Source: an optimization exercise on an open RTL-to-GDS flow (aim: small area). Production flows keep margins and buffers that such runs may drop.
At most, simulation tests tie the RTL to the original design; equivalence was not proved.
No functional check of the RTL was part of runs 4 to 6.
No activity file was given, so power comes from the tool's default toggle rates.

## flow/constraint.sdc

```tcl
create_clock -name core_clock -period 15.0 [get_ports {clk}]
set_input_delay 3.0000 -clock core_clock [delete_from_list [all_inputs] [get_ports {clk}]]
set_output_delay 3.0000 -clock core_clock [all_outputs]
set_load 0.01 [all_outputs]
```

## flow/design.v

```verilog
`timescale 1ns / 10ps
module sap1_top (
    input  wire        clk,
    input  wire        btnC,
    input  wire        btnR,
    input  wire        btnL,
    input  wire [15:0] sw,
    output wire        sclk,
    output wire        mosi,
    output wire        cs_n,
    output reg  [6:0]  seg,
    output wire [3:0]  an,
    output wire [15:0] led
);
  localparam [2:0] IDLE = 3'd0, SELECT_PROG = 3'd1, INPUT_A = 3'd2, INPUT_B = 3'd3,
                   WRITE_RAM = 3'd4, EXECUTE = 3'd5, WRITE_WAIT = 3'd6;
  reg [3:0] rcnt;
  always @(posedge clk)
    if (btnC) rcnt <= 4'd10;
    else if (rcnt != 4'd0) rcnt <= rcnt - 4'd1;
  wire rst = (rcnt != 4'd0);
  reg [5:0] q;
  reg       run;
  always @(posedge clk)
    if (rst) begin
      q   <= 6'd0;
      run <= 1'b0;
    end else begin
      q <= q + 6'd1;
      if (q[4:0] == 5'd31) run <= 1'b1;
    end
  wire       halt;
  wire       tick     = run & ~halt;
  wire       pe       = tick & (q[4:0] == 5'd0);
  wire       ne       = tick & (q[4:0] == 5'd16);
  wire       spi_evt  = tick & (q[4:0] == 5'd5);
  wire       sap1_clk = tick & ~q[4];
  reg       rl, ll;
  reg [3:0] rr, lr;
  reg       rs, ls, rf, lf, rlat, llat;
  reg [1:0] rsy, lsy;
  always @(posedge clk)
    if (rst) begin
      rl <= 1'b0; rr <= 4'd15; rs <= 1'b0; rf <= 1'b0; rlat <= 1'b0; rsy <= 2'b00;
      ll <= 1'b0; lr <= 4'd15; ls <= 1'b0; lf <= 1'b0; llat <= 1'b0; lsy <= 2'b00;
    end else begin
      rl <= btnR;
      rr <= (btnR != rl) ? 4'd0 : ((rr == 4'd15) ? 4'd15 : rr + 4'd1);
      if (rr == 4'd15) rs <= rl;
      rf <= rs & ~rf;
      if (rs & ~rf) rlat <= 1'b1;
      else if (rsy[1]) rlat <= 1'b0;
      if (pe) rsy <= {rsy[0], rlat};
      ll <= btnL;
      lr <= (btnL != ll) ? 4'd0 : ((lr == 4'd15) ? 4'd15 : lr + 4'd1);
      if (lr == 4'd15) ls <= ll;
      lf <= ls & ~lf;
      if (ls & ~lf) llat <= 1'b1;
      else if (lsy[1]) llat <= 1'b0;
      if (pe) lsy <= {lsy[0], llat};
    end
  wire bR = rsy[1] & ~rsy[0];
  wire bL = lsy[1] & ~lsy[0];
  wire [15:0] sst;
  genvar gi;
  generate
    for (gi = 0; gi < 16; gi = gi + 1) begin : g_sw
      if (gi < 8 || gi > 12) begin : g_used
        reg       sy, st;
        reg [4:0] c;
        always @(posedge clk)
          if (rst) begin
            sy <= 1'b0;
            c  <= 5'd1;
            st <= 1'b0;
          end else begin
            sy <= sw[gi];
            c  <= (sw[gi] != sy) ? 5'd0 : ((c == 5'd21) ? 5'd21 : c + 5'd1);
            if (c == 5'd21) st <= sy;
          end
        assign sst[gi] = st;
      end else begin : g_unused
        assign sst[gi] = 1'b0;
      end
    end
  endgenerate
  reg [2:0] ist;
  reg [2:0] wc;
  reg       wen;
  reg       psng, psub;
  reg [3:0] song;
  reg [7:0] inA, inB, m15;
  wire      ex = (ist == EXECUTE);
  always @(posedge clk)
    if (rst) begin
      ist <= IDLE; wc <= 3'd0; wen <= 1'b0; psng <= 1'b0; psub <= 1'b0;
      song <= 4'd0; inA <= 8'd0; inB <= 8'd0; m15 <= 8'd0;
    end else if (pe) begin
      case (ist)
        IDLE: if (bR) ist <= SELECT_PROG;
        SELECT_PROG: begin
          if (bR) begin
            if (sst[13]) begin
              psng <= 1'b1;
              song <= sst[5:2];
              ist  <= WRITE_RAM;
              wen  <= 1'b1;
              wc   <= 3'd0;
            end else begin
              psng <= 1'b0;
              psub <= (sst[15:14] == 2'b10);
              ist  <= INPUT_A;
            end
          end
          if (bL) ist <= IDLE;
        end
        INPUT_A: begin
          if (bR) begin
            inA <= sst[7:0];
            ist <= INPUT_B;
          end
          if (bL) ist <= SELECT_PROG;
        end
        INPUT_B: begin
          if (bR) begin
            ist <= WRITE_RAM;
            wen <= 1'b1;
            wc  <= 3'd0;
            if (!bL) begin
              inB <= sst[7:0];
              m15 <= inA;
            end
          end
          if (bL) ist <= INPUT_A;
        end
        WRITE_RAM: begin
          if (wc == (psng ? 3'd2 : 3'd7)) begin
            wen <= 1'b0;
            ist <= EXECUTE;
            wc  <= 3'd0;
          end else begin
            wen <= 1'b1;
            ist <= WRITE_WAIT;
            wc  <= wc + 3'd1;
          end
        end
        WRITE_WAIT: begin
          wen <= 1'b0;
          ist <= WRITE_RAM;
        end
        EXECUTE: begin
          if (!halt && bL) begin
            ist <= IDLE;
            wen <= 1'b0;
            wc  <= 3'd0;
          end
        end
        default: begin
          ist <= IDLE;
          wen <= 1'b0;
          wc  <= 3'd0;
        end
      endcase
    end
  reg [2:0] cst;    
  reg [2:0] pc;
  reg [2:0] opc;    
  reg [3:0] opr;
  reg [7:0] ra, rb;
  reg [8:0] acc;
  reg       udf;
  wire op_lda = ~opc[2] & (opc[1:0] == 2'd0);
  wire op_add = ~opc[2] & (opc[1:0] == 2'd1);
  wire op_sub = ~opc[2] & (opc[1:0] == 2'd2);
  wire op_sng = ~opc[2] & (opc[1:0] == 2'd3);
  wire op_hlt =  opc[2] & (opc[1:0] == 2'd3);
  wire op_as  = op_add | op_sub;
  assign halt = ex & (cst == 3'd3) & op_hlt;
  wire ir_load  = ex & (cst == 3'd2);
  wire a_load   = ex & (cst == 3'd4) & op_lda;
  wire b_load   = ex & (cst == 3'd4) & op_as;
  wire acc_load = ex & (cst == 3'd5) & op_as;
  wire sng_en   = ex & (cst == 3'd3) & op_sng;
  reg [7:0] ins;
  always @(*) begin
    case (pc)
      3'd1:    ins = psng ? {4'h3, song} : 8'h0F;
      3'd2:    ins = psng ? 8'hF0 : (psub ? 8'h2E : 8'h1E);
      3'd3:    ins = 8'hE0;
      3'd4:    ins = 8'h30;
      default: ins = 8'hF0;
    endcase
  end
  wire [8:0] sum = {1'b0, ra} + {1'b0, rb};
  wire [8:0] dif = {1'b0, ra} - {1'b0, rb};
  wire [7:0] mag = dif[8] ? (~dif[7:0] + 8'd1) : dif[7:0];
  always @(posedge clk)
    if (rst) cst <= 3'd0;
    else if (ne && ex) cst <= (cst == 3'd5) ? 3'd0 : cst + 3'd1;
  always @(posedge clk)
    if (rst) begin
      pc <= 3'd0; opc <= 3'd0; opr <= 4'd0; ra <= 8'd0; rb <= 8'd0;
      acc <= 9'd0; udf <= 1'b0;
    end else if (pe && ex) begin
      case (cst)
        3'd1: pc <= pc + 3'd1;
        3'd2: begin
          opc <= {ins[7], ins[5:4]};
          opr <= ins[3:0];
        end
        3'd4: begin
          if (op_lda) ra <= m15;
          if (op_as) rb <= inB;
        end
        3'd5: begin
          if (op_as) begin
            if (op_sub) begin
              acc <= {1'b0, mag};
              udf <= dif[8];
            end else begin
              acc <= sum;
              udf <= 1'b0;
            end
          end
        end
        default: ;
      endcase
    end
  reg [5:0]  bc;     
  reg        sck;
  reg [35:0] snap;
  wire       sending = ~&bc;
  wire [39:0] word = {snap[35:20], snap[19:12], snap[11], 1'b0, snap[10], 1'b0,
                      1'b0, snap[9:7], 1'b0, snap[6:0]};
  always @(posedge clk)
    if (rst) begin
      bc   <= 6'd63;
      sck  <= 1'b0;
      snap <= 36'd0;
    end else begin
      if (!sending) begin
        if (spi_evt && ex) bc <= 6'd40;
        if (q[4:2] == 3'b011)
          snap <= {ra, rb, acc[7:0], sng_en, udf, pc, opr, cst};
      end else if (q[0]) begin
        sck <= ~sck;
        if (!sck) bc <= bc - 6'd1;
      end
    end
  assign sclk = sck;
  assign cs_n = ~sending;
  assign mosi = (bc < 6'd40) ? word[bc] : 1'b0;
  localparam [6:0] SEG_I = 7'b0110000, SEG_D = 7'b1011110, SEG_L = 7'b0111000,
                   SEG_E = 7'b1111001, SEG_S = 7'b1101101, SEG_A = 7'b1110111,
                   SEG_B = 7'b1111100, SEG_X = 7'b1110110, SEG_C = 7'b0111001,
                   SEG_MINUS = 7'b1000000, SEG_OFF = 7'b0000000;
  function [6:0] seg7;
    input [3:0] d;
    begin
      case (d)
        4'h0: seg7 = 7'b0111111;
        4'h1: seg7 = 7'b0000110;
        4'h2: seg7 = 7'b1011011;
        4'h3: seg7 = 7'b1001111;
        4'h4: seg7 = 7'b1100110;
        4'h5: seg7 = 7'b1101101;
        4'h6: seg7 = 7'b1111101;
        4'h7: seg7 = 7'b0000111;
        4'h8: seg7 = 7'b1111111;
        default: seg7 = 7'b1101111;
      endcase
    end
  endfunction
  function [10:0] bcd9;
    input [8:0] b;
    reg [19:0] s;
    integer i;
    begin
      s = {11'd0, b};
      for (i = 0; i < 9; i = i + 1) begin
        if (s[12:9] >= 4'd5) s[12:9] = s[12:9] + 4'd3;
        if (s[16:13] >= 4'd5) s[16:13] = s[16:13] + 4'd3;
        s = s << 1;
      end
      bcd9 = s[19:9];
    end
  endfunction
  wire [10:0] bcd = bcd9(acc);
  wire [3:0]  d_h = {1'b0, bcd[10:8]};
  wire [3:0]  d_t = bcd[7:4];
  wire [3:0]  d_u = bcd[3:0];
  wire        ge100 = (d_h != 4'd0);
  wire        ge10  = ge100 | (d_t != 4'd0);
  wire [1:0] ds = q[5:4] + {1'b0, |q[3:0]};
  reg  [1:0] dsp;
  reg  [6:0] dig;
  always @(*) begin
    if (rst) dig = SEG_OFF;
    else if (halt) begin
      case (ds)
        2'd0: dig = seg7(d_u);
        2'd1: dig = (udf | ge10) ? seg7(d_t) : SEG_OFF;
        2'd2: dig = (udf | ge100) ? seg7(d_h) : SEG_OFF;
        default: dig = udf ? SEG_MINUS : SEG_OFF;
      endcase
    end else begin
      case (ist)
        IDLE:        dig = (ds == 2'd3) ? SEG_I : (ds == 2'd2) ? SEG_D : (ds == 2'd1) ? SEG_L : SEG_E;
        SELECT_PROG: dig = (ds == 2'd3) ? SEG_S : (ds == 2'd2) ? SEG_E : (ds == 2'd1) ? SEG_L : SEG_OFF;
        INPUT_A:     dig = (ds == 2'd0) ? SEG_A : SEG_OFF;
        INPUT_B:     dig = (ds == 2'd0) ? SEG_B : SEG_OFF;
        EXECUTE:     dig = (ds == 2'd3) ? SEG_E : (ds == 2'd2) ? SEG_X : (ds == 2'd1) ? SEG_E : SEG_C;
        default:     dig = SEG_OFF;
      endcase
    end
  end
  always @(posedge clk) begin
    dsp <= ds;
    seg <= ~dig;
  end
  assign an = ~(4'b0001 << dsp);
  assign led = {2'b00, 1'b0, ir_load, opc[1:0], ex, bR, acc_load, a_load, b_load,
                wen, halt, sap1_clk, ist[1:0]};
endmodule
```

## flow/config.mk

```make
export PLATFORM = sky130hd
export DESIGN_NAME = sap1_top
export DESIGN_NICKNAME = sap1_top
export VERILOG_FILES = /design/flow/design.v
export SDC_FILE = /design/flow/constraint.sdc
export NUM_CORES = 4
export LEC_CHECK = 0
export ABC_AREA = 1
export CAP_MARGIN = 20
export CORE_MARGIN = 2
export CORE_UTILIZATION = 40
export CTS_BUF_LIST = sky130_fd_sc_hd__clkbuf_2 sky130_fd_sc_hd__clkbuf_4
export CTS_CLUSTER_SIZE = 30
export GPL_TIMING_DRIVEN = 0
export SLEW_MARGIN = 20
```

## flow/run.sh

```bash
#!/bin/bash
# synth_recipe.tcl (not shown) runs the flow's synth.tcl, then flattens the netlist and writes it again
# the make line also repeats each setting of config.mk as NAME=value (left out here)
make -C /OpenROAD-flow-scripts/flow DESIGN_CONFIG=/design/flow/config.mk WORK_HOME=/design/flow/orfs CLKGATE_MAP_FILE= SYNTH_SCRIPT=/design/flow/synth_recipe.tcl finish
```

==> results of run 1 <==
## kinds of logic after synthesis
logic type,Yosys count,synth area share (%)
simple gates,665,23.8
xor+xnor,44,3.17
flops,236,37.5
fa+ha+maj,90,9.05
buf+inv,313,9.82
compound gates,374,16.7
other cells,1,0.0298
## power breakdown
group          switching (uW)  internal (uW)
combinational            41.5           24.4
sequential               6.92            636
clock                     254            269
total                     302            929
## final cells by class
type	count	share of cell area, %
diodes	1	0.0176
plain buffers	62	2.08
clock buffers	90	4.75
clock inverters	7	0.237
inverters	251	6.62
multi-input cells	1176	46.7
flip-flops and latches	236	33.2
well taps	396	3.48
repair buffers	41	2.88
## routing by layer
layer,track usage (%),vias up
met3,3.51,42
met4,4.98,0
met2,31.7,231
met5,0,-
li1,-,5834
met1,24.0,5171
## state kept, by name, summed over array words and instances (netlist names), 4 cells and up
signal and cells:
acc 9, bc 6, g_sw.g_used.c 55, g_sw.g_used.st 11, g_sw.g_used.sy 11, inA 8
inB 8, lr 4, m15 8, opr 4, q 6, ra 8
rb 8, rcnt 4, rr 4, seg 7, snap 36, song 4
## through the flow
stage                     hold WS (ns)  cells  area, um^2
after detailed placement         0.410   2162       13500
after global placement           0.399   2162       13500
after CTS                        0.420   2259       14200
final                            0.417   2260       14200
after floorplan                  0.384   1725       12600
after global routing             0.445   2260       14200
## how the worst min path moves through the flow
stage | from | to | depth (start not counted)
floorplan | lf | lf | 1
global placement | lf | lf | 1
detailed placement | rf | rf | 1
CTS | rf | rf | 1
global route | rf | rf | 1
finish | rf | rf | 1
## synth_stat cells (all sizes together) (2+ instances only)
library cell / number / share of area (%)
xnor2: 6 / 0.42
nand3: 96 / 4.2
nand2: 266 / 9.0
clkinv: 3 / 0.089
o31ai: 3 / 0.18
a31oi: 9 / 0.45
nand3b: 6 / 0.36
o221ai: 6 / 0.42
o21bai: 8 / 0.48
clkbuf: 41 / 1.2
and3: 2 / 0.099
nand4: 6 / 0.30
a21boi: 3 / 0.18
o21ai: 178 / 7.2
a311oi: 14 / 0.97
xor2: 37 / 2.6
a21oi: 120 / 4.8
fa: 2 / 0.32
buf: 21 / 1.1
or2: 24 / 1.2
nor4: 9 / 0.45
inv: 248 / 7.4
nor2: 222 / 6.8
a211oi: 16 / 0.95
nor3: 33 / 1.3
o22ai: 4 / 0.20
o211ai: 5 / 0.34
dfxtp: 236 / 37
ha: 88 / 8.7
## critical path: stages (launching register included)
cell,delay [ns]
dfxtp_1,0.32
clkbuf_1,0.29
inv_1,0.07
nor2_1,0.12
inv_1,0.05
nor2_1,0.51
inv_1,0.32
nor4_1,0.65
buf_2,0.35
buf_4,0.14
clkdlybuf4s50_1,0.52
==> impl_metrics.py, run 1 <==
metrics = {
    "status": {
        "status": "no timing/DRC/antenna violations",
    },
    "clocking": {
        "numCtsBuffers": 60,
        "cts_root_buf": "clkbuf_4",
        "cts.sinks": 236,
        "clk_pin_slew_ns": 0.07,
        "cts_tree": "built",
        "cts_setup_buffers": 0,
        "cts_resized": 0,
        "clk_latency_ns": 0.72,
        "hold_buffers": 0,
        "clk_path_buf_depth": 3,
        "h-tree-depth": 2,
    },
    "pwr": {
        "vdd_ir_drop_max_uv": 55.6,
        "power.density_nw_per_um2": 86.5,
        "p_leak_uw": 0.00640,
        "power.total_uw": 1230,
    },
    "place": {
        "port_buffers": 41,
        "dp_slack_ns": 8.71,
        "finalWeightedCongestion": 0.885,
        "place_hpwl_mm": 22.9,
    },
    "routing": {
        "drt_wl_total_mm": 30.5,
        "route.detailed.drc": 0,
        "wl_per_cell_um": 13.5,
        "via_count": 11300,
        "wl_met3_mm": 1.52,
        "wl_met1_mm": 14.4,
        "firstDrtPassIters": 5,
        "routed.top_layer": "met4",
        "first_iter_violations": 594,
        "vias_per_cell": 4.99,
        "met2_length_mm": 14.1,
        "postRouteAntennaNets": 0,
    },
    "sta": {
        "setup_ws_ns": 7.94,
        "setup_viol_count_final": 0,
        "fin_tns_setup_ns": 0,
        "min_period_over_period_pct": 47.1,
        "post-route-min-period_ns": 7.06,
        "rsz0062_at_grt": "no",
        "max_freq_ghz": 0.142,
        "clock_skew_ns": 0.0438,
        "report.final.slew_viol_count": 0,
        "worstMarginPinSlew_ns": 0.930,
        "finalHoldViolations": 0,
        "maxSlewHeadroom_pct": 37.6,
    },
    "layout": {
        "register_area_um2": 4720,
        "syn2layout_area_growth_pct": 12.9,
        "layout_commonest_cell": "inv_1",
        "utilization_pct": 46.2,
        "nFillCells": 3124,
        "final_cell_mix": "inv_1, dfxtp_1, nand2_1",
        "multi_input_area_um2": 6650,
        "drive_gt1_share_pct": 10.1,
        "final_net_count": 1938,
    },
    "synthesis": {
        "yosys_most_used_dff": "dfxtp_1",
        "avgSynthCellArea_um2": 7.32,
        "ys_seq_elements": 236,
        "synth-edff-count": 0,
        "yosysUniqueCellTypes": 54,
        "ys_seq_area_share_pct": 37.5,
        "ys_async_sr_fraction_pct": 0,
        "synth_area_um2": 12600,
        "ys_warn_count": 1,
        "synthCells": 1723,
    },
    "setup_path": {
        "worstReg2RegEnd": "seg[4]",
        "crit_end": "led[3]",
        "end_kind": "primary output",
        "critical_path_required_ns": 12.00,
        "worstPathMaxFanout": 10,
        "rr_worst_depth": 44,
        "r2r_start": "acc[7]",
        "arrival_ns": 4.06,
        "critPathLaunchType": "register",
        "rrSetupSlack_ns": 9.26,
        "path_class": "reg -> out",
        "setup.worst_path.start": "ist[0]",
    },
    "global_route": {
        "grt_pass1_vias": 10600,
        "grt_max_degree": 17,
        "grt_first_pass_wirelength_mm": 50.5,
        "antenna_found_initial": 1,
        "grt_use_total_pct": 18.5,
        "grt_overflow": 0,
    },
    "floorplan": {
        "ioPinCount": 50,
        "dieHeight_um": 182,
        "die-area_um2": 32900,
        "design.core.area_um2": 30800,
        "initial_core_util_pct": 40.9,
        "fp.dieW_um": 182,
        "rows": 64,
    },
    "flow_run": {
        "drv_cap": 0,
    },
    "min_path": {
        "min_path_type": "reg -> reg",
    },
}
==> inputs of run 2 (changes only) <==
--- a/flow/config.mk
+++ b/flow/config.mk
@@ -11,5 +11,3 @@
 export CORE_UTILIZATION = 40
-export CTS_BUF_LIST = sky130_fd_sc_hd__clkbuf_2 sky130_fd_sc_hd__clkbuf_4
-export CTS_CLUSTER_SIZE = 30
-export GPL_TIMING_DRIVEN = 0
+export CTS_BUF_LIST = sky130_fd_sc_hd__clkbuf_4
 export SLEW_MARGIN = 20
==> impl_metrics.py, run 2 <==
metrics = {
    "sta": {
        "clock_skew_ns": 0.0606,
        "worstMarginPinSlew_ns": 0.942,
        "setup_viol_count_final": 0,
        "rsz0062_at_grt": "no",
        "fin_tns_setup_ns": 0,
        "finalHoldViolations": 0,
        "report.final.slew_viol_count": 0,
        "post-route-min-period_ns": 6.85,
        "setup_ws_ns": 8.15,
        "min_period_over_period_pct": 45.7,
        "max_freq_ghz": 0.146,
        "maxSlewHeadroom_pct": 37.0,
    },
    "flow_run": {
        "drv_cap": 0,
    },
    "global_route": {
        "antenna_found_initial": 1,
        "grt_first_pass_wirelength_mm": 47.3,
        "grt_max_degree": 77,
        "grt_use_total_pct": 17.0,
        "grt_pass1_vias": 10400,
        "grt_overflow": 0,
    },
    "pwr": {
        "power.total_uw": 1240,
        "p_leak_uw": 0.00631,
        "power.density_nw_per_um2": 88.1,
        "vdd_ir_drop_max_uv": 70.4,
    },
    "synthesis": {
        "ys_seq_area_share_pct": 37.5,
        "synthSimpleGateAreaFrac_pct": 23.8,
        "avgSynthCellArea_um2": 7.32,
        "synth_fa_ha_area_share_pct": 9.05,
        "synth_mux_area_share_pct": 0,
        "synthCells": 1723,
        "synth-compound-area-share_pct": 16.7,
        "synth_xor_area_share_pct": 3.17,
        "synth_top_family_by_area": "simple AND/OR/NAND/NOR gates",
        "ys_async_sr_fraction_pct": 0,
        "synth_top_area_share_pct": 37.5,
        "synth_area_leaders": "dfxtp_1, ha_1, inv_1",
        "synth_commonest_cells": "inv_1, dfxtp_1, nand2_1",
        "synth-edff-count": 0,
        "yosys_most_used_dff": "dfxtp_1",
        "yosysTopAreaCell": "dfxtp_1",
        "ys_warn_count": 1,
        "yosysUniqueCellTypes": 54,
        "ys_seq_elements": 236,
        "synth_area_um2": 12600,
        "synth.most_common_cell": "inv_1",
    },
    "setup_path": {
        "worstReg2RegEnd": "seg[4]",
        "crit_end": "mosi",
        "slowest_stage": "dfxtp_1",
        "path_depth": 8,
        "critPathLaunchType": "register",
        "r2r_start": "acc[7]",
        "rr_worst_depth": 47,
        "path_class": "reg -> out",
        "arrival_ns": 3.85,
        "setup.worst_path.start": "bc[0]",
        "end_kind": "primary output",
        "crit_chain": "clkinv_1, a21oi_1, o21ai_0, a221oi_1, a211o_1, nand2_1, a22oi_1, clkdlybuf4s50_1",
        "path_delay_family": "buffers and inverters",
        "critical_path_required_ns": 12.00,
        "rrSetupSlack_ns": 9.44,
        "worstPathMaxFanout": 21,
        "slowest_delay_ns": 0.78,
        "critical_path_buf_inv_count": 2,
    },
    "clocking": {
        "clk_pin_slew_ns": 0.06,
        "cts.sinks": 236,
        "clk_path_buf_depth": 3,
        "cts_resized": 0,
        "h-tree-depth": 3,
        "cts_root_buf": "clkbuf_4",
        "hold_buffers": 0,
        "cts_setup_buffers": 0,
        "numCtsBuffers": 68,
        "clk_latency_ns": 0.66,
        "cts_tree": "built",
    },
    "floorplan": {
        "fp.dieW_um": 182,
        "design.core.area_um2": 30800,
        "die-area_um2": 32900,
        "ioPinCount": 50,
        "dieHeight_um": 182,
        "rows": 64,
        "initial_core_util_pct": 40.9,
    },
    "place": {
        "dp_slack_ns": 8.85,
        "place_hpwl_mm": 19.7,
        "finalWeightedCongestion": 0.843,
        "port_buffers": 41,
        "dpl_cell_area_um2": 13300,
    },
    "routing": {
        "wl_per_cell_um": 12.5,
        "route.detailed.drc": 0,
        "vias_per_cell": 4.92,
        "postRouteAntennaNets": 0,
        "firstDrtPassIters": 6,
        "drt_wl_total_mm": 27.6,
        "first_iter_violations": 523,
        "via_count": 10900,
    },
    "status": {
        "status": "no timing/DRC/antenna violations",
    },
    "layout": {
        "regMostFlops": "g_sw.g_used.c",
        "register_area_um2": 4720,
        "final_cell_mix": "inv_1, dfxtp_1, nand2_1",
        "layout_commonest_cell": "inv_1",
        "drive_gt1_share_pct": 10.2,
        "final_area_um2": 14100,
        "final_net_count": 1892,
        "syn2layout_area_growth_pct": 11.5,
        "multi_input_area_um2": 6680,
        "biggestRegsByFlops": "g_sw.g_used.c: 55 flops, snap: 36 flops",
        "largest_reg_flops": 55,
        "utilization_pct": 45.6,
        "nFillCells": 3116,
    },
    "min_path": {
        "min_path_type": "reg -> reg",
    },
}
## run 2: kinds of logic after synthesis
| group | count (synthesis) |
|---|---|
| compound gates | 374 |
| buf+inv | 313 |
| flops | 236 |
| xor+xnor | 44 |
| other cells | 1 |
| simple gates | 665 |
| fa+ha+maj | 90 |
## run 2: final cells by class
type | count | share of cell area, %
Clock inverter | 18 | 0.641
Multi-Input combinational cell | 1176 | 47.6
Tap cell | 396 | 3.53
Clock buffer | 86 | 4.59
Timing Repair Buffer | 49 | 3.35
Antenna cell | 1 | 0.0178
Inverter | 251 | 6.70
Sequential cell | 236 | 33.6
## run 2: worst min-delay path by stage
stage / start / end / slack [ns] / cells after the start
2_1_floorplan: lf / lf / 0.38 / 1
3_3_place_gp: lf / lf / 0.40 / 1
3_5_place_dp: lf / lf / 0.40 / 1
4_1_cts: lf / lf / 0.41 / 1
5_1_grt: lf / lf / 0.43 / 1
6_report: lf / lf / 0.41 / 1
## run 2: power by group
group | internal (uW) | total (uW) | switching, uW
sequential | 636 | 643 | 7.20
combinational | 23.2 | 58.9 | 35.7
clock | 267 | 536 | 269
## run 2: metal layers
| layer | vias up | global-route usage, % | routed length (um) |
|---|---|---|---|
| met4 | 0 | 6.80 | 669 |
| met1 | 4885 | 21.5 | 13200 |
| met2 | 206 | 28.4 | 12600 |
| li1 | 5750 | - | - |
| met5 | - | 0 | 0 |
| met3 | 50 | 3.51 | 1140 |
## run 2: through the flow
| stage | hold slack [ns] | std cells |
|---|---|---|
| 2_1_floorplan | 0.384 | 1725 |
| 3_3_place_gp | 0.399 | 2108 |
| 3_5_place_dp | 0.398 | 2108 |
| 4_1_cts | 0.412 | 2212 |
| 5_1_grt | 0.434 | 2213 |
| 6_report | 0.412 | 2213 |
==> inputs of run 3 (changes only) <==
--- a/flow/config.mk
+++ b/flow/config.mk
@@ -7,3 +7,2 @@
 export LEC_CHECK = 0
-export ABC_AREA = 1
 export CAP_MARGIN = 20
@@ -11,3 +10,2 @@
 export CORE_UTILIZATION = 40
-export CTS_BUF_LIST = sky130_fd_sc_hd__clkbuf_4
 export SLEW_MARGIN = 20
==> impl_metrics.py, run 3 <==
metrics = {
    "synthesis": {
        "ys_seq_area_share_pct": 36.3,
        "synth_top_family_by_area": "simple AND/OR/NAND/NOR gates",
        "avgSynthCellArea_um2": 8.50,
        "synthCells": 1531,
        "synth_xor_area_share_pct": 5.85,
        "synth_area_um2": 13000,
        "synth-compound-area-share_pct": 16.5,
        "ys_async_sr_fraction_pct": 0,
        "synth.most_common_cell": "dfxtp_1",
        "synth_area_leaders": "dfxtp_1, ha_1, nand2_1",
        "yosysUniqueCellTypes": 101,
        "ys_seq_elements": 236,
        "yosysTopAreaCell": "dfxtp_1",
        "synth-edff-count": 0,
        "synth_fa_ha_area_share_pct": 8.77,
        "synth_top_area_share_pct": 36.3,
        "synthSimpleGateAreaFrac_pct": 20.2,
        "ys_warn_count": 1,
        "yosys_most_used_dff": "dfxtp_1",
        "synth_mux_area_share_pct": 6.97,
        "synth_commonest_cells": "dfxtp_1, nand2_1, nor2_1",
    },
    "sta": {
        "min_period_over_period_pct": 53.2,
        "setup_viol_count_final": 0,
        "report.final.slew_viol_count": 0,
        "worstMarginPinSlew_ns": 0.833,
        "max_freq_ghz": 0.125,
        "rsz0062_at_grt": "no",
        "fin_tns_setup_ns": 0,
        "post-route-min-period_ns": 7.98,
        "setup_ws_ns": 7.02,
        "maxSlewHeadroom_pct": 44.1,
        "finalHoldViolations": 0,
        "clock_skew_ns": 0.00994,
    },
    "global_route": {
        "grt_use_total_pct": 15.8,
        "grt_first_pass_wirelength_mm": 45.3,
        "grt_overflow": 0,
        "grt_max_degree": 63,
        "antenna_found_initial": 0,
        "grt_pass1_vias": 9386,
    },
    "clocking": {
        "cts_resized": 0,
        "clk_latency_ns": 0.52,
        "h-tree-depth": 1,
        "cts_tree": "built",
        "cts_setup_buffers": 0,
        "numCtsBuffers": 26,
        "cts_root_buf": "clkbuf_16",
        "clk_path_buf_depth": 3,
        "cts.sinks": 236,
        "hold_buffers": 0,
        "clk_pin_slew_ns": 0.06,
    },
    "min_path": {
        "min_path_type": "reg -> reg",
    },
    "setup_path": {
        "setup.worst_path.start": "acc[7]",
        "critPathLaunchType": "register",
        "rrSetupSlack_ns": 7.02,
        "cp_common_cell": "ha_1",
        "slowest_stage": "dfxtp_1",
        "end_kind": "register",
        "worstReg2RegEnd": "seg[0]",
        "arrival_ns": 8.39,
        "worstPathMaxFanout": 11,
        "r2r_start": "acc[7]",
        "path_class": "reg -> reg",
        "rr_worst_depth": 34,
        "critical_path_required_ns": 15.41,
        "crit_end": "seg[0]",
        "slowest_delay_ns": 0.58,
    },
    "routing": {
        "postRouteAntennaNets": 0,
        "via_count": 10100,
        "route.detailed.drc": 0,
        "vias_per_cell": 5.10,
        "firstDrtPassIters": 5,
        "wl_per_cell_um": 13.7,
        "drt_wl_total_mm": 27.2,
        "first_iter_violations": 553,
    },
    "floorplan": {
        "initial_core_util_pct": 40.3,
        "design.core.area_um2": 32300,
        "dieHeight_um": 184,
        "ioPinCount": 50,
        "rows": 66,
        "fp.dieW_um": 184,
        "die-area_um2": 34000,
    },
    "pwr": {
        "vdd_ir_drop_max_uv": 85.9,
        "p_leak_uw": 0.00540,
        "power.density_nw_per_um2": 91.6,
        "power.total_uw": 1330,
    },
    "place": {
        "place_hpwl_mm": 19.3,
        "dpl_cell_area_um2": 13700,
        "dp_slack_ns": 7.11,
        "port_buffers": 41,
        "finalWeightedCongestion": 0.835,
    },
    "layout": {
        "biggestRegsByFlops": "g_sw.g_used.c: 55 flops, snap: 36 flops",
        "regMostFlops": "g_sw.g_used.c",
        "nFillCells": 3165,
        "final_area_um2": 14500,
        "utilization_pct": 45.0,
        "final_cell_mix": "dfxtp_1, nand2_1, nor2_1",
        "drive_gt1_share_pct": 7.39,
        "final_net_count": 1636,
        "syn2layout_area_growth_pct": 11.7,
        "largest_reg_flops": 55,
        "layout_commonest_cell": "dfxtp_1",
        "num_antenna_cells": 0,
    },
    "status": {
        "status": "no timing/DRC/antenna violations",
    },
    "flow_run": {
        "drv_cap": 0,
    },
}
[run 3: changes by cell type after synthesis, moves of 28 or more]
cell	delta
inv_1	-169
o21ai_0	-123
mux2i_1	+64
nand2_1	-53
nor2_1	-48
nand3_1	-30
xnor2_1	+29
nand2b_1	+28
[run 3: area by class of cell]
| type | instances | area [um^2] | area share (%) |
|---|---|---|---|
| Tap cell | 442 | 553 | 3.81 |
| Multi-Input combinational cell | 1135 | 7610 | 52.4 |
| Timing Repair Buffer | 51 | 485 | 3.34 |
| Clock inverter | 7 | 97.6 | 0.672 |
| Clock buffer | 37 | 773 | 5.32 |
| Inverter | 76 | 285 | 1.96 |
| Sequential cell | 236 | 4720 | 32.5 |
[run 3: power breakdown]
part	switching (uW)	internal [uW]
registers	5.26	634
clock network	251	391
logic	29.0	19.8
total	286	1050
[run 3: through the flow]
step / hold slack [ns] / std cells
after global placement: 0.438 / 1940
after detailed placement: 0.445 / 1940
after global routing: 0.465 / 1984
after floorplan: 0.427 / 1533
after CTS: 0.455 / 1984
final: 0.450 / 1984
[run 3: cells by family after synthesis]
group | Yosys count
AND/OR/NAND/NOR | 562
other | 1
buffers and inverters | 162
multiplexers | 78
adder cells (fa/ha/maj) | 90
AO/OA/AOI/OAI | 319
flip-flops | 236
XOR/XNOR | 83
[run 3: critical path, delay by kind of cell, from the launching register on]
kind | cells | cell delay [ns]
adders and majority gates | 6 | 1.74
AOI/OAI and AO/OA | 12 | 2.92
buffers and inverters | 4 | 0.40
DFF | 1 | 0.58
xor gates and xnor gates | 3 | 0.82
and+or+nand+nor | 9 | 1.40
[run 3: routing by layer]
layer | vias up | GRT usage [%] | wire, um
met2 | 126 | 27.4 | 12700
met5 | - | 0 | 0
met1 | 4695 | 20.9 | 13200
met4 | 0 | 3.26 | 366
li1 | 5266 | - | -
met3 | 31 | 2.29 | 916
[run 3: worst min path at each step]
| stage | from | to | slack, ns | cells past startpoint |
|---|---|---|---|---|
| final | snap[26] | snap[26] | 0.45 | 2 |
| after global routing | opr[1] | snap[4] | 0.46 | 2 |
| after CTS | snap[26] | snap[26] | 0.45 | 2 |
| after detailed placement | opr[0] | snap[3] | 0.44 | 2 |
| after global placement | llat | lsy[0] | 0.44 | 2 |
| after floorplan | opr[0] | snap[3] | 0.43 | 2 |
==> inputs of run 4 (changes only) <==
--- a/flow/design.v
+++ b/flow/design.v
@@ -18,4 +18,4 @@
   always @(posedge clk)
-    if (btnC) rcnt <= 4'd10;
-    else if (rcnt != 4'd0) rcnt <= rcnt - 4'd1;
+    if (btnC) rcnt <= 4'b0111;
+    else rcnt <= {rcnt[2:0], rcnt[3] & rcnt[2]};
   wire rst = (rcnt != 4'd0);
@@ -70,2 +70,3 @@
         reg [4:0] c;
+        wire      fb = (c[0] + c[2] + c[4]) == 2'd2;
         always @(posedge clk)
@@ -73,3 +74,3 @@
             sy <= 1'b0;
-            c  <= 5'd1;
+            c  <= 5'b10110;
             st <= 1'b0;
@@ -77,4 +78,4 @@
             sy <= sw[gi];
-            c  <= (sw[gi] != sy) ? 5'd0 : ((c == 5'd21) ? 5'd21 : c + 5'd1);
-            if (c == 5'd21) st <= sy;
+            c  <= (sw[gi] != sy) ? 5'b01011 : {c[3:0], fb};
+            if (c == 5'd0) st <= sy;
           end
@@ -93,6 +94,7 @@
   wire      ex = (ist == EXECUTE);
+  wire      wr_last = (wc == (psng ? 3'd2 : 3'd7));
   always @(posedge clk)
     if (rst) begin
-      ist <= IDLE; wc <= 3'd0; wen <= 1'b0; psng <= 1'b0; psub <= 1'b0;
-      song <= 4'd0; inA <= 8'd0; inB <= 8'd0; m15 <= 8'd0;
+      ist <= IDLE;
+      wen <= 1'b0;
     end else if (pe) begin
@@ -103,10 +105,5 @@
             if (sst[13]) begin
-              psng <= 1'b1;
-              song <= sst[5:2];
               ist  <= WRITE_RAM;
               wen  <= 1'b1;
-              wc   <= 3'd0;
             end else begin
-              psng <= 1'b0;
-              psub <= (sst[15:14] == 2'b10);
               ist  <= INPUT_A;
@@ -117,6 +114,3 @@
         INPUT_A: begin
-          if (bR) begin
-            inA <= sst[7:0];
-            ist <= INPUT_B;
-          end
+          if (bR) ist <= INPUT_B;
           if (bL) ist <= SELECT_PROG;
@@ -127,7 +121,2 @@
             wen <= 1'b1;
-            wc  <= 3'd0;
-            if (!bL) begin
-              inB <= sst[7:0];
-              m15 <= inA;
-            end
           end
@@ -136,6 +125,5 @@
         WRITE_RAM: begin
-          if (wc == (psng ? 3'd2 : 3'd7)) begin
+          if (wr_last) begin
             wen <= 1'b0;
             ist <= EXECUTE;
-            wc  <= 3'd0;
           end else begin
@@ -143,3 +131,2 @@
             ist <= WRITE_WAIT;
-            wc  <= wc + 3'd1;
           end
@@ -154,3 +141,2 @@
             wen <= 1'b0;
-            wc  <= 3'd0;
           end
@@ -160,3 +146,2 @@
           wen <= 1'b0;
-          wc  <= 3'd0;
         end
@@ -164,2 +149,17 @@
     end
+  always @(posedge clk)
+    if (pe) begin
+      if (ist == SELECT_PROG && bR) begin
+        psng <= sst[13];
+        if (sst[13]) song <= sst[5:2];
+        else psub <= (sst[15:14] == 2'b10);
+      end
+      if (ist == INPUT_A && bR) inA <= sst[7:0];
+      if (ist == INPUT_B && bR && !bL) begin
+        inB <= sst[7:0];
+        m15 <= inA;
+      end
+      if (ist == WRITE_RAM) wc <= wc + 3'd1;
+      else if (ist != WRITE_WAIT) wc <= 3'd0;
+    end
   reg [2:0] cst;    
@@ -193,5 +193,6 @@
   end
-  wire [8:0] sum = {1'b0, ra} + {1'b0, rb};
-  wire [8:0] dif = {1'b0, ra} - {1'b0, rb};
-  wire [7:0] mag = dif[8] ? (~dif[7:0] + 8'd1) : dif[7:0];
+  wire [7:0] bx  = rb ^ {8{op_sub}};
+  wire [8:0] sum = {1'b0, ra} + {1'b0, bx} + {8'd0, op_sub};
+  wire       neg = op_sub & ~sum[8];
+  wire [7:0] mag = neg ? (~sum[7:0] + 8'd1) : sum[7:0];
   always @(posedge clk)
@@ -216,9 +217,4 @@
           if (op_as) begin
-            if (op_sub) begin
-              acc <= {1'b0, mag};
-              udf <= dif[8];
-            end else begin
-              acc <= sum;
-              udf <= 1'b0;
-            end
+            acc <= {~op_sub & sum[8], mag};
+            udf <= neg;
           end
@@ -235,2 +231,5 @@
   always @(posedge clk)
+    if (!sending && q[4:2] == 3'b011)
+      snap <= {ra, rb, acc[7:0], sng_en, udf, pc, opr, cst};
+  always @(posedge clk)
     if (rst) begin
@@ -238,3 +237,2 @@
       sck  <= 1'b0;
-      snap <= 36'd0;
     end else begin
@@ -242,4 +240,2 @@
         if (spi_evt && ex) bc <= 6'd40;
-        if (q[4:2] == 3'b011)
-          snap <= {ra, rb, acc[7:0], sng_en, udf, pc, opr, cst};
       end else if (q[0]) begin
@@ -273,2 +269,15 @@
   endfunction
+  function [3:0] add3;
+    input [3:0] d;
+    begin
+      case (d)
+        4'd5: add3 = 4'd8;
+        4'd6: add3 = 4'd9;
+        4'd7: add3 = 4'd10;
+        4'd8: add3 = 4'd11;
+        4'd9: add3 = 4'd12;
+        default: add3 = d;
+      endcase
+    end
+  endfunction
   function [10:0] bcd9;
@@ -280,4 +289,4 @@
       for (i = 0; i < 9; i = i + 1) begin
-        if (s[12:9] >= 4'd5) s[12:9] = s[12:9] + 4'd3;
-        if (s[16:13] >= 4'd5) s[16:13] = s[16:13] + 4'd3;
+        s[12:9] = add3(s[12:9]);
+        s[16:13] = add3(s[16:13]);
         s = s << 1;
@@ -288,30 +297,24 @@
   wire [10:0] bcd = bcd9(acc);
-  wire [3:0]  d_h = {1'b0, bcd[10:8]};
-  wire [3:0]  d_t = bcd[7:4];
-  wire [3:0]  d_u = bcd[3:0];
-  wire        ge100 = (d_h != 4'd0);
-  wire        ge10  = ge100 | (d_t != 4'd0);
+  wire        ge100 = (bcd[10:8] != 3'd0);
+  wire        ge10  = ge100 | (bcd[7:4] != 4'd0);
   wire [1:0] ds = q[5:4] + {1'b0, |q[3:0]};
   reg  [1:0] dsp;
-  reg  [6:0] dig;
+  wire [3:0] nib = ds[1] ? {1'b0, bcd[10:8]} : ds[0] ? bcd[7:4] : bcd[3:0];
+  wire [6:0] num = seg7(nib);
+  wire       shown = (ds == 2'd0) | ((ds == 2'd1) & (udf | ge10)) | ((ds == 2'd2) & (udf | ge100));
+  reg  [6:0] txt;
   always @(*) begin
-    if (rst) dig = SEG_OFF;
-    else if (halt) begin
-      case (ds)
-        2'd0: dig = seg7(d_u);
-        2'd1: dig = (udf | ge10) ? seg7(d_t) : SEG_OFF;
-        2'd2: dig = (udf | ge100) ? seg7(d_h) : SEG_OFF;
-        default: dig = udf ? SEG_MINUS : SEG_OFF;
-      endcase
-    end else begin
-      case (ist)
-        IDLE:        dig = (ds == 2'd3) ? SEG_I : (ds == 2'd2) ? SEG_D : (ds == 2'd1) ? SEG_L : SEG_E;
-        SELECT_PROG: dig = (ds == 2'd3) ? SEG_S : (ds == 2'd2) ? SEG_E : (ds == 2'd1) ? SEG_L : SEG_OFF;
-        INPUT_A:     dig = (ds == 2'd0) ? SEG_A : SEG_OFF;
-        INPUT_B:     dig = (ds == 2'd0) ? SEG_B : SEG_OFF;
-        EXECUTE:     dig = (ds == 2'd3) ? SEG_E : (ds == 2'd2) ? SEG_X : (ds == 2'd1) ? SEG_E : SEG_C;
-        default:     dig = SEG_OFF;
-      endcase
-    end
+    case (ist)
+      IDLE:        txt = (ds == 2'd3) ? SEG_I : (ds == 2'd2) ? SEG_D : (ds == 2'd1) ? SEG_L : SEG_E;
+      SELECT_PROG: txt = (ds == 2'd3) ? SEG_S : (ds == 2'd2) ? SEG_E : (ds == 2'd1) ? SEG_L : SEG_OFF;
+      INPUT_A:     txt = (ds == 2'd0) ? SEG_A : SEG_OFF;
+      INPUT_B:     txt = (ds == 2'd0) ? SEG_B : SEG_OFF;
+      EXECUTE:     txt = (ds == 2'd3) ? SEG_E : (ds == 2'd2) ? SEG_X : (ds == 2'd1) ? SEG_E : SEG_C;
+      default:     txt = SEG_OFF;
+    endcase
   end
+  wire [6:0] dig = rst ? SEG_OFF :
+                   ~halt ? txt :
+                   shown ? num :
+                   ((ds == 2'd3) & udf) ? SEG_MINUS : SEG_OFF;
   always @(posedge clk) begin
--- a/flow/config.mk
+++ b/flow/config.mk
@@ -7,2 +7,3 @@
 export LEC_CHECK = 0
+export ABC_AREA = 1
 export CAP_MARGIN = 20
@@ -10,2 +11,5 @@
 export CORE_UTILIZATION = 40
+export CTS_BUF_LIST = sky130_fd_sc_hd__clkbuf_8
+export CTS_CLUSTER_DIAMETER = 60
+export CTS_CLUSTER_SIZE = 12
 export SLEW_MARGIN = 20
==> impl_metrics.py, run 4 <==
metrics = {
    "status": {
        "status": "no timing/DRC/antenna violations",
    },
    "synthesis": {
        "yosysUniqueCellTypes": 54,
        "synth_area_leaders": "dfxtp_1, edfxtp_1, nand2_1",
        "ys_seq_elements": 236,
        "synth_top_area_share_pct": 30.5,
        "synthCells": 1315,
        "ys_warn_count": 1,
        "ys_async_sr_fraction_pct": 0,
        "avgSynthCellArea_um2": 8.32,
        "synth_commonest_cells": "nand2_1, dfxtp_1, nor2_1",
        "synth.most_common_cell": "nand2_1",
        "ys_seq_area_share_pct": 49.5,
        "yosysTopAreaCell": "dfxtp_1",
        "synth-edff-count": 69,
        "synth_area_um2": 10900,
        "yosys_most_used_dff": "dfxtp_1",
    },
    "sta": {
        "setup_viol_count_final": 0,
        "maxSlewHeadroom_pct": 34.1,
        "report.final.slew_viol_count": 0,
        "rsz0062_at_grt": "no",
        "finalHoldViolations": 0,
        "fin_tns_setup_ns": 0,
        "clock_skew_ns": 0.0272,
        "min_period_over_period_pct": 44.7,
        "max_freq_ghz": 0.149,
        "worstMarginPinSlew_ns": 0.981,
        "post-route-min-period_ns": 6.70,
    },
    "place": {
        "place_hpwl_mm": 15.2,
        "dpl_cell_area_um2": 11600,
        "finalWeightedCongestion": 0.841,
        "port_buffers": 41,
    },
    "clocking": {
        "clk_path_buf_depth": 3,
        "cts_root_buf": "clkbuf_8",
        "cts.sinks": 236,
        "numCtsBuffers": 24,
        "clk_latency_ns": 0.55,
        "hold_buffers": 0,
        "clk_pin_slew_ns": 0.08,
        "cts_tree": "built",
        "cts_setup_buffers": 0,
        "cts_resized": 0,
        "h-tree-depth": 1,
    },
    "floorplan": {
        "initial_core_util_pct": 40.7,
        "rows": 60,
        "design.core.area_um2": 26900,
        "ioPinCount": 50,
        "die-area_um2": 28700,
        "fp.dieW_um": 169,
        "dieHeight_um": 169,
    },
    "layout": {
        "final_area_um2": 12000,
        "syn2layout_area_growth_pct": 9.95,
        "final_net_count": 1411,
        "biggestRegsByFlops": "g_sw.g_used.c: 55 flops, snap: 36 flops",
        "num_antenna_cells": 0,
        "largest_reg_flops": 55,
        "final_cell_mix": "nand2_1, inv_1, dfxtp_1",
        "regMostFlops": "g_sw.g_used.c",
        "drive_gt1_share_pct": 7.36,
        "layout_commonest_cell": "nand2_1",
    },
    "pwr": {
        "vdd_ir_drop_max_uv": 64.5,
        "switching_share_pct": 21.3,
        "p_leak_uw": 0.00504,
        "p_int_uw": 819,
        "p_seq_share_pct": 62.7,
        "power.density_nw_per_um2": 86.5,
        "p_clk_share_pct": 36.1,
        "comb_power_share_pct": 1.2,
        "p_switching_uw": 222,
    },
    "routing": {
        "route.detailed.drc": 0,
        "firstDrtPassIters": 6,
        "vias_per_cell": 4.81,
        "drt_wl_total_mm": 21.7,
        "via_count": 8184,
        "first_iter_violations": 528,
        "postRouteAntennaNets": 0,
        "wl_per_cell_um": 12.8,
    },
    "setup_path": {
        "critical_path_required_ns": 12.00,
        "end_kind": "primary output",
        "critPathLaunchType": "register",
        "arrival_ns": 3.70,
        "path_class": "reg -> out",
        "worstPathMaxFanout": 21,
    },
    "global_route": {
        "grt.busiest_layer": "met2",
        "grt_pass1_vias": 7800,
        "grt_max_degree": 91,
        "met2_usage_pct": 26.2,
        "grt_use_total_pct": 15.7,
        "met1_usage_pct": 21.5,
        "grt_overflow": 0,
        "grt_first_pass_wirelength_mm": 37.5,
        "grt_use_met3_pct": 1.98,
        "antenna_found_initial": 0,
    },
    "flow_run": {
        "drv_cap": 0,
    },
    "min_path": {
        "min_path_type": "reg -> reg",
    },
}
## run 4: changes by cell type in the layout (fill, tap and decap cells not counted), moves of 49 or more
cell | before | now
a21oi_1 | 124 | 75
nand2_1 | 178 | 241
inv_1 | 74 | 172
mux2i_1 | 64 | 0
dfxtp_1 | 236 | 167
ha_1 | 88 | 37
edfxtp_1 | 0 | 69
## run 4: final timing paths
path | from | to | slack [ns] | depth (start not counted)
hold reg to reg | inA[4] | m15[4] | 0.41 | 0
setup reg to reg | opc[1] | acc[3] | 11.55 | 17
setup / recovery | bc[0] | mosi | 8.30 | 9
hold / removal | inA[4] | m15[4] | 0.41 | 0
## run 4: area by class of cell
class,count,area [um^2]
Clock inverter,17,73.8
Timing Repair Buffer,46,448
Inverter,171,642
Sequential cell,236,5420
Clock buffer,26,358
Tap cell,341,427
Fill cell,2699,14800
Multi-Input combinational cell,863,4670
## run 4: cells by family (layout without fill, tap and decap cells)
| family | after synthesis | in the layout | share of synthesized area, % |
|---|---|---|---|
| AO/OA/AOI/OAI | 230 | 230 | 11.8 |
| AND/OR/NAND/NOR | 556 | 556 | 22.1 |
| buffers and inverters | 218 | 260 | 8.15 |
| adder cells (fa/ha/maj) | 49 | 49 | 6.43 |
| XOR/XNOR | 25 | 25 | 2.00 |
| flip-flops | 236 | 236 | 49.5 |
| other | 1 | 3 | 0.0343 |
## run 4: worst max-delay path: stages, from the launching register on
cell             delay, ns
dfxtp_1               0.80
clkinv_1              0.66
nor2_1                0.24
o21ai_0               0.10
a221oi_1              0.30
o21ai_0               0.12
nand2_1               0.07
nor2_1                0.04
a21oi_1               0.24
clkdlybuf4s50_1       0.60
## run 4: metrics by stage
step	util [%]	std cells	hold slack, ns	worst slack [ns]	total power, uW
CTS	44.8	1700	0.420	8.31	1060
floorplan	-	1317	0.400	9.88	676
finish	44.8	1700	0.410	8.30	1040
detailed placement	43.2	1657	0.405	8.91	681
global route	44.8	1700	0.430	7.96	1090
global placement	43.2	1657	0.401	8.96	680
## run 4: power by group through the flow
stage               combinational [uW]  clock, uW  sequential, uW
global route                      15.0        417             653
global placement                  12.8          0             668
CTS                               13.1        393             653
floorplan                         8.14          0             668
detailed placement                13.0          0             668
finish                            12.9        375             653
## run 4: per-layer routing
layer / wire [um] / up-vias / part of all wire, %
met4: 485 / 0 / 2.2
met3: 694 / 32 / 3.2
li1: - / 4331 / -
met5: 0 / - / 0
met1: 10600 / 3722 / 49
met2: 9920 / 99 / 46
==> inputs of run 5 (changes only) <==
--- a/flow/config.mk
+++ b/flow/config.mk
@@ -11,5 +11,5 @@
 export CORE_UTILIZATION = 40
-export CTS_BUF_LIST = sky130_fd_sc_hd__clkbuf_8
-export CTS_CLUSTER_DIAMETER = 60
-export CTS_CLUSTER_SIZE = 12
+export CTS_BUF_LIST = sky130_fd_sc_hd__clkbuf_16
+export CTS_CLUSTER_DIAMETER = 80
+export CTS_CLUSTER_SIZE = 20
 export SLEW_MARGIN = 20
==> impl_metrics.py, run 5 <==
metrics = {
    "place": {
        "port_buffers": 41,
        "place_hpwl_mm": 15.2,
        "finalWeightedCongestion": 0.841,
        "dp_slack_ns": 8.91,
    },
    "routing": {
        "wl_met1_mm": 10.7,
        "first_iter_violations": 547,
        "via_count": 8148,
        "routed.top_layer": "met4",
        "firstDrtPassIters": 5,
        "wl_met3_um": 656,
        "drt_wl_total_mm": 21.7,
        "wl_per_cell_um": 12.9,
        "met2_length_mm": 9.92,
        "postRouteAntennaNets": 0,
        "vias_per_cell": 4.84,
        "route.detailed.drc": 0,
    },
    "clocking": {
        "h-tree-depth": 1,
        "cts_resized": 0,
        "numCtsBuffers": 16,
        "clk_latency_ns": 0.50,
        "clk_pin_slew_ns": 0.09,
        "cts_tree": "built",
        "hold_buffers": 0,
        "cts.sinks": 236,
        "clk_path_buf_depth": 3,
        "cts_setup_buffers": 0,
        "cts_root_buf": "clkbuf_16",
    },
    "sta": {
        "maxSlewHeadroom_pct": 32.2,
        "report.final.slew_viol_count": 0,
        "rsz0062_at_grt": "no",
        "setup_viol_count_final": 0,
        "min_period_over_period_pct": 44.5,
        "finalHoldViolations": 0,
        "fin_tns_setup_ns": 0,
        "post-route-min-period_ns": 6.68,
        "setup_ws_ns": 8.32,
        "clock_skew_ns": 0.0254,
        "max_freq_ghz": 0.150,
        "worstMarginPinSlew_ns": 1.01,
    },
    "synthesis": {
        "ys_seq_elements": 236,
        "ys_seq_area_share_pct": 49.5,
        "synth_commonest_cells": "nand2_1, dfxtp_1, nor2_1",
        "synth_top_area_share_pct": 30.5,
        "synth_area_leaders": "dfxtp_1, edfxtp_1, nand2_1",
        "avgSynthCellArea_um2": 8.32,
        "yosys_most_used_dff": "dfxtp_1",
        "synthCells": 1315,
        "ys_warn_count": 1,
        "synth_area_um2": 10900,
        "yosysUniqueCellTypes": 54,
        "yosysTopAreaCell": "dfxtp_1",
        "synth-edff-count": 69,
        "ys_async_sr_fraction_pct": 0,
        "synth.most_common_cell": "nand2_1",
    },
    "setup_path": {
        "slowest_delay_ns": 0.80,
        "critical_path_required_ns": 12.00,
        "critical_path_buf_inv_count": 2,
        "critPathLaunchType": "register",
        "worstPathMaxFanout": 21,
        "slowest_stage": "dfxtp_1",
        "end_kind": "primary output",
        "arrival_ns": 3.68,
        "crit_chain": "clkinv_1, nor2_1, o21ai_0, a221oi_1, o21ai_0, nand2_1, nor2_1, a21oi_1, clkdlybuf4s50_1",
        "path_delay_family": "buffers and inverters",
        "path_class": "reg -> out",
    },
    "pwr": {
        "vdd_ir_drop_max_uv": 75.4,
        "p_leak_uw": 0.00503,
        "power.density_nw_per_um2": 90.5,
    },
    "layout": {
        "biggestRegsByFlops": "g_sw.g_used.c: 55 flops, snap: 36 flops",
        "nFillCells": 2674,
        "final_cell_mix": "nand2_1, dfxtp_1, inv_1",
        "final_net_count": 1403,
        "largest_reg_flops": 55,
        "multi_input_area_um2": 4670,
        "register_area_um2": 5420,
        "regMostFlops": "g_sw.g_used.c",
        "syn2layout_area_growth_pct": 10.4,
        "drive_gt1_share_pct": 6.85,
        "utilization_pct": 45.0,
        "num_antenna_cells": 0,
        "layout_commonest_cell": "nand2_1",
    },
    "floorplan": {
        "ioPinCount": 50,
        "initial_core_util_pct": 40.7,
        "design.core.area_um2": 26900,
        "fp.dieW_um": 169,
        "rows": 60,
        "dieHeight_um": 169,
        "die-area_um2": 28700,
    },
    "global_route": {
        "grt_pass1_vias": 7702,
        "antenna_found_initial": 0,
        "grt_max_degree": 91,
        "grt_first_pass_wirelength_mm": 37.3,
        "grt_overflow": 0,
        "grt_use_total_pct": 15.6,
    },
    "min_path": {
        "min_path_type": "reg -> reg",
    },
    "flow_run": {
        "drv_cap": 0,
    },
    "status": {
        "status": "no timing/DRC/antenna violations",
    },
}
[run 5: final cells by class]
type	instances	area share (%)
repair buffers	46	3.71
multi-input cells	863	38.6
inverters	171	5.31
clock buffers	17	3.52
flip-flops and latches	236	44.8
clock inverters	10	0.456
well taps	341	3.53
[run 5: kinds of logic (layout without fill, tap and decap cells)]
logic type	Yosys count	count (layout)	share of synthesized area (%)
xor gates and xnor gates	25	25	2.00
adders and majority gates	49	49	6.43
DFF	236	236	49.5
AOI/OAI and AO/OA	230	230	11.8
buffers and inverters	218	244	8.15
other	1	3	0.0343
and+or+nand+nor	556	556	22.1
[run 5: worst reg2reg max path, delay by kind of cell, from the launching register on]
family	cells	cell delay [ns]
compound gates	6	1.21
fa+ha+maj	1	0.40
buf+inv	4	0.50
flops	1	0.40
simple gates	6	0.89
[run 5: path summary, 6_finish.rpt]
check | cells past startpoint | slack [ns] | end | startpoint
worst min register to register | 0 | 0.42 | m15[3] | inA[3]
worst min-delay path | 0 | 0.42 | m15[3] | inA[3]
worst max-delay path | 9 | 8.32 | mosi | bc[0]
worst max register to register | 17 | 11.49 | acc[3] | opc[1]
[run 5: through the flow]
stage | power, uW | cells | instance area [um^2] | hold slack [ns]
finish | 1090 | 1684 | 12100 | 0.421
global route | 1140 | 1684 | 12100 | 0.435
CTS | 1110 | 1684 | 12100 | 0.424
detailed placement | 681 | 1657 | 11600 | 0.405
global placement | 680 | 1657 | 11600 | 0.401
floorplan | 676 | 1317 | 11000 | 0.400
[run 5: layer usage]
layer,global-route usage (%),vias to the layer above
li1,-,4305
met1,21.6,3718
met2,26.0,97
met3,2.19,28
met4,3.75,0
met5,0,-
[run 5: where the power goes]
| group | switching [uW] | internal [uW] |
|---|---|---|
| Clock | 219 | 209 |
| Sequential | 0.699 | 652 |
| Combinational | 6.55 | 6.30 |
| Total | 226 | 867 |
==> inputs of run 6 (changes only) <==
--- a/flow/design.v
+++ b/flow/design.v
@@ -37,2 +37,3 @@
   wire       sap1_clk = tick & ~q[4];
+  localparam [15:0] BT_FB = 16'd61583;
   reg       rl, ll;
@@ -47,3 +48,3 @@
       rl <= btnR;
-      rr <= (btnR != rl) ? 4'd0 : ((rr == 4'd15) ? 4'd15 : rr + 4'd1);
+      rr <= (btnR != rl) ? 4'b1110 : {rr[2:0], BT_FB[rr]};
       if (rr == 4'd15) rs <= rl;
@@ -54,3 +55,3 @@
       ll <= btnL;
-      lr <= (btnL != ll) ? 4'd0 : ((lr == 4'd15) ? 4'd15 : lr + 4'd1);
+      lr <= (btnL != ll) ? 4'b1110 : {lr[2:0], BT_FB[lr]};
       if (lr == 4'd15) ls <= ll;
@@ -63,2 +64,3 @@
   wire bL = lsy[1] & ~lsy[0];
+  localparam [15:0] SW_FB = 16'd35059;
   wire [15:0] sst;
@@ -70,3 +72,3 @@
         reg [4:0] c;
-        wire      fb = (c[0] + c[2] + c[4]) == 2'd2;
+        wire      fb = SW_FB[{c[4], c[3], c[2], c[0]}];
         always @(posedge clk)
@@ -74,3 +76,3 @@
             sy <= 1'b0;
-            c  <= 5'b10110;
+            c  <= 5'b00001;
             st <= 1'b0;
@@ -78,4 +80,4 @@
             sy <= sw[gi];
-            c  <= (sw[gi] != sy) ? 5'b01011 : {c[3:0], fb};
-            if (c == 5'd0) st <= sy;
+            c  <= (sw[gi] != sy) ? 5'b00000 : {c[3:0], fb};
+            if (&c) st <= sy;
           end
@@ -150,3 +152,6 @@
   always @(posedge clk)
-    if (pe) begin
+    if (cv) begin
+      inB      <= {cv_t[2:0], cv_u[3], cv_u[2:0], acc[8]};
+      m15[2:0] <= {cv_h[1:0], cv_t[3]};
+    end else if (pe) begin
       if (ist == SELECT_PROG && bR) begin
@@ -197,2 +202,8 @@
   wire [7:0] mag = neg ? (~sum[7:0] + 8'd1) : sum[7:0];
+  wire       pre_halt = ex & (cst == 3'd2) & op_hlt;
+  wire       cv  = pre_halt & ~q[4] & (q[3:0] != 4'd0) & (q[3:0] <= 4'd9);
+  wire       cv0 = (q[3:0] == 4'd1);
+  wire [3:0] cv_u = cv0 ? 4'd0 : add3(inB[3:0]);
+  wire [3:0] cv_t = cv0 ? 4'd0 : add3(inB[7:4]);
+  wire [2:0] cv_h = cv0 ? 3'd0 : m15[2:0];
   always @(posedge clk)
@@ -223,3 +234,3 @@
       endcase
-    end
+    end else if (cv) acc <= {acc[7:0], 1'b0};
   reg [5:0]  bc;     
@@ -282,17 +293,3 @@
   endfunction
-  function [10:0] bcd9;
-    input [8:0] b;
-    reg [19:0] s;
-    integer i;
-    begin
-      s = {11'd0, b};
-      for (i = 0; i < 9; i = i + 1) begin
-        s[12:9] = add3(s[12:9]);
-        s[16:13] = add3(s[16:13]);
-        s = s << 1;
-      end
-      bcd9 = s[19:9];
-    end
-  endfunction
-  wire [10:0] bcd = bcd9(acc);
+  wire [10:0] bcd = {m15[2:0], inB};
   wire        ge100 = (bcd[10:8] != 3'd0);
--- a/flow/config.mk
+++ b/flow/config.mk
@@ -11,5 +11,5 @@
 export CORE_UTILIZATION = 40
-export CTS_BUF_LIST = sky130_fd_sc_hd__clkbuf_16
-export CTS_CLUSTER_DIAMETER = 80
-export CTS_CLUSTER_SIZE = 20
+export CTS_BUF_LIST = sky130_fd_sc_hd__clkbuf_8
+export CTS_CLUSTER_DIAMETER = 60
+export CTS_CLUSTER_SIZE = 12
 export SLEW_MARGIN = 20
==> impl_metrics.py, run 6 <==
metrics = {
    "clocking": {
        "clk_pin_slew_ns": 0.09,
        "hold_buffers": 0,
        "clk_latency_ns": 0.54,
        "cts_root_buf": "clkbuf_8",
        "cts_tree": "built",
        "cts_setup_buffers": 0,
        "h-tree-depth": 1,
        "cts_resized": 0,
        "numCtsBuffers": 24,
        "cts.sinks": 236,
        "clk_path_buf_depth": 3,
    },
    "setup_path": {
        "slowest_stage": "dfxtp_1",
        "path_delay_family": "buffers and inverters",
        "arrival_ns": 3.22,
        "critPathLaunchType": "register",
        "critical_path_buf_inv_count": 2,
        "critical_path_required_ns": 12.00,
        "path_class": "reg -> out",
        "crit_chain": "inv_1, nor3_1, o21ai_0, o21ai_0, nand2_1, nand4_1, nand3_1, o21ai_0, clkdlybuf4s50_1",
        "cp_common_cell": "o21ai_0",
        "slowest_delay_ns": 0.74,
        "end_kind": "primary output",
        "worstPathMaxFanout": 23,
    },
    "layout": {
        "syn2layout_area_growth_pct": 10.2,
        "final_area_um2": 11600,
        "biggestRegsByFlops": "g_sw.g_used.c: 55 flops, snap: 36 flops",
        "final_net_count": 1321,
        "largest_reg_flops": 55,
        "final_cell_mix": "nand2_1, inv_1, nor2_1",
        "regMostFlops": "g_sw.g_used.c",
        "drive_gt1_share_pct": 5.56,
        "layout_commonest_cell": "nand2_1",
        "nFillCells": 2579,
        "num_antenna_cells": 0,
    },
    "sta": {
        "clock_skew_ns": 0.0156,
        "rsz0062_at_grt": "no",
        "min_period_over_period_pct": 41.5,
        "finalHoldViolations": 0,
        "fin_tns_setup_ns": 0,
        "report.final.slew_viol_count": 0,
        "setup_viol_count_final": 0,
        "max_freq_ghz": 0.161,
        "worstMarginPinSlew_ns": 1.02,
        "post-route-min-period_ns": 6.22,
        "maxSlewHeadroom_pct": 31.6,
    },
    "synthesis": {
        "synth_commonest_cells": "nand2_1, nor2_1, dfxtp_1, inv_1, o21ai_0",
        "ys_async_sr_fraction_pct": 0,
        "yosysUniqueCellTypes": 55,
        "synthCells": 1233,
        "avgSynthCellArea_um2": 8.52,
        "synth_top_area_share_pct": 31.8,
        "yosysTopAreaCell": "dfxtp_1",
        "ys_seq_elements": 236,
        "synth-edff-count": 69,
        "synth.most_common_cell": "nand2_1",
        "ys_warn_count": 1,
        "ys_seq_area_share_pct": 51.5,
        "synth_area_leaders": "dfxtp_1, edfxtp_1, nand2_1",
        "synth_area_um2": 10500,
        "yosys_most_used_dff": "dfxtp_1",
    },
    "place": {
        "port_buffers": 41,
        "dpl_cell_area_um2": 11100,
        "finalWeightedCongestion": 0.877,
        "place_hpwl_mm": 15.7,
    },
    "global_route": {
        "met1_usage_pct": 21.9,
        "grt_first_pass_wirelength_mm": 36.4,
        "met2_usage_pct": 25.8,
        "grt.busiest_layer": "met2",
        "grt_use_total_pct": 15.8,
        "grt_use_met3_pct": 2.60,
        "grt_pass1_vias": 7410,
        "grt_max_degree": 43,
        "grt_overflow": 0,
        "antenna_found_initial": 0,
    },
    "routing": {
        "first_iter_violations": 620,
        "vias_per_cell": 4.87,
        "wl_per_cell_um": 13.6,
        "route.detailed.drc": 0,
        "drt_wl_total_mm": 21.9,
        "postRouteAntennaNets": 0,
        "via_count": 7850,
        "firstDrtPassIters": 5,
    },
    "flow_run": {
        "drv_cap": 0,
    },
    "min_path": {
        "min_path_type": "reg -> reg",
    },
    "pwr": {
        "vdd_ir_drop_max_uv": 61.0,
        "power.density_nw_per_um2": 90.4,
        "p_leak_uw": 0.00440,
    },
    "floorplan": {
        "die-area_um2": 27600,
        "initial_core_util_pct": 40.5,
        "dieHeight_um": 166,
        "fp.dieW_um": 166,
        "ioPinCount": 50,
        "design.core.area_um2": 25900,
        "rows": 59,
    },
    "status": {
        "status": "no timing/DRC/antenna violations",
    },
}
run 6: worst paths after layout:
kind / start / end / slack, ns / depth (start not counted)
worst max-delay path: bc[0] / mosi / 8.78 / 9
worst min-delay path: inA[4] / m15[4] / 0.42 / 0
worst max register to register: q[0] / seg[5] / 11.38 / 13
worst min register to register: inA[4] / m15[4] / 0.42 / 0
run 6: kinds of logic after synthesis:
logic type | synth area share, %
AOI/OAI and AO/OA | 13.8
buffers and inverters | 8.71
DFF | 51.5
adders and majority gates | 4.48
and+or+nand+nor | 19.2
xor gates and xnor gates | 2.25
other | 0.0357
run 6: metrics by stage:
stage	util (%)	cells	hold slack, ns	setup slack (ns)	power, uW
after floorplan	-	1235	0.400	10.15	672
after global placement	43.0	1573	0.403	9.44	677
after detailed placement	43.0	1573	0.405	9.40	677
after CTS	44.7	1612	0.426	8.81	1060
after global routing	44.7	1612	0.430	8.58	1090
final	44.7	1612	0.424	8.78	1050
run 6: report_power, final:
| group | switching [uW] | leakage (uW) | internal (uW) | total, uW |
|---|---|---|---|---|
| combinational | 4.05 | 0.00232 | 5.61 | 9.66 |
| sequential | 0.473 | 0.00182 | 652 | 652 |
| clock | 215 | 0.000261 | 170 | 384 |
| total | 219 | 0.00440 | 827 | 1050 |
run 6: worst reg2reg max path: stages, from the launching register on:
cell      delay [ns]
dfxtp_1         0.39
inv_1           0.12
ha_1            0.22
nand3_1         0.14
inv_1           0.08
ha_1            0.59
inv_1           0.22
ha_1            0.29
or2_2           0.30
a221oi_1        0.67
inv_1           0.14
o21ai_0         0.13
a21oi_1         0.09
o41ai_1         0.10
run 6: area by class of cell:
cell class	count	area (um^2)	area share, %
sequential	236	5420	46.8
tap	335	419	3.62
clock buffer	28	385	3.33
inverter	174	663	5.73
multi-input combinational	782	4200	36.3
timing repair buffer	46	448	3.87
clock inverter	11	48.8	0.422
run 6: layer usage:
metal	vias to the layer above	part of all wire, %
met5	-	0
met4	0	2.0
met3	25	4.8
met2	139	45
met1	3569	48
li1	4117	-

## static timing again, ports no longer ideal
The flow's constraints put no driver on any port. The routed layouts listed below were extracted and timed again, unchanged, in two steps.
Step 1: set_driving_cell puts a clkbuf_16 on clk and a buf_2 on each other input, an assumption about the parent block.
Step 2 times the ports against the registers' clock, not the clock port: input delays grow and output delays shrink by t, the midpoint of the rising clock arrivals with the driver on.
Three values: ideal ports, drivers, drivers and shift; two values: the first two.
run	shift t [ns]	setup WS [ns]	worst slew at a driven data input, ns
run 1	0.739	7.939 / 7.898 / 8.637	0.03
run 2	0.666	8.150 / 8.111 / 8.778	0.03
run 3	0.569	7.025 / 7.025 / 7.025	0.04
run 4	0.578	8.297 / 8.255 / 8.832	0.03
run 5	0.530	8.319 / 8.274 / 8.804	0.03
run 6	0.578	8.779 / 8.736 / 9.314	0.03
After both steps setup and hold are still met in every run listed.
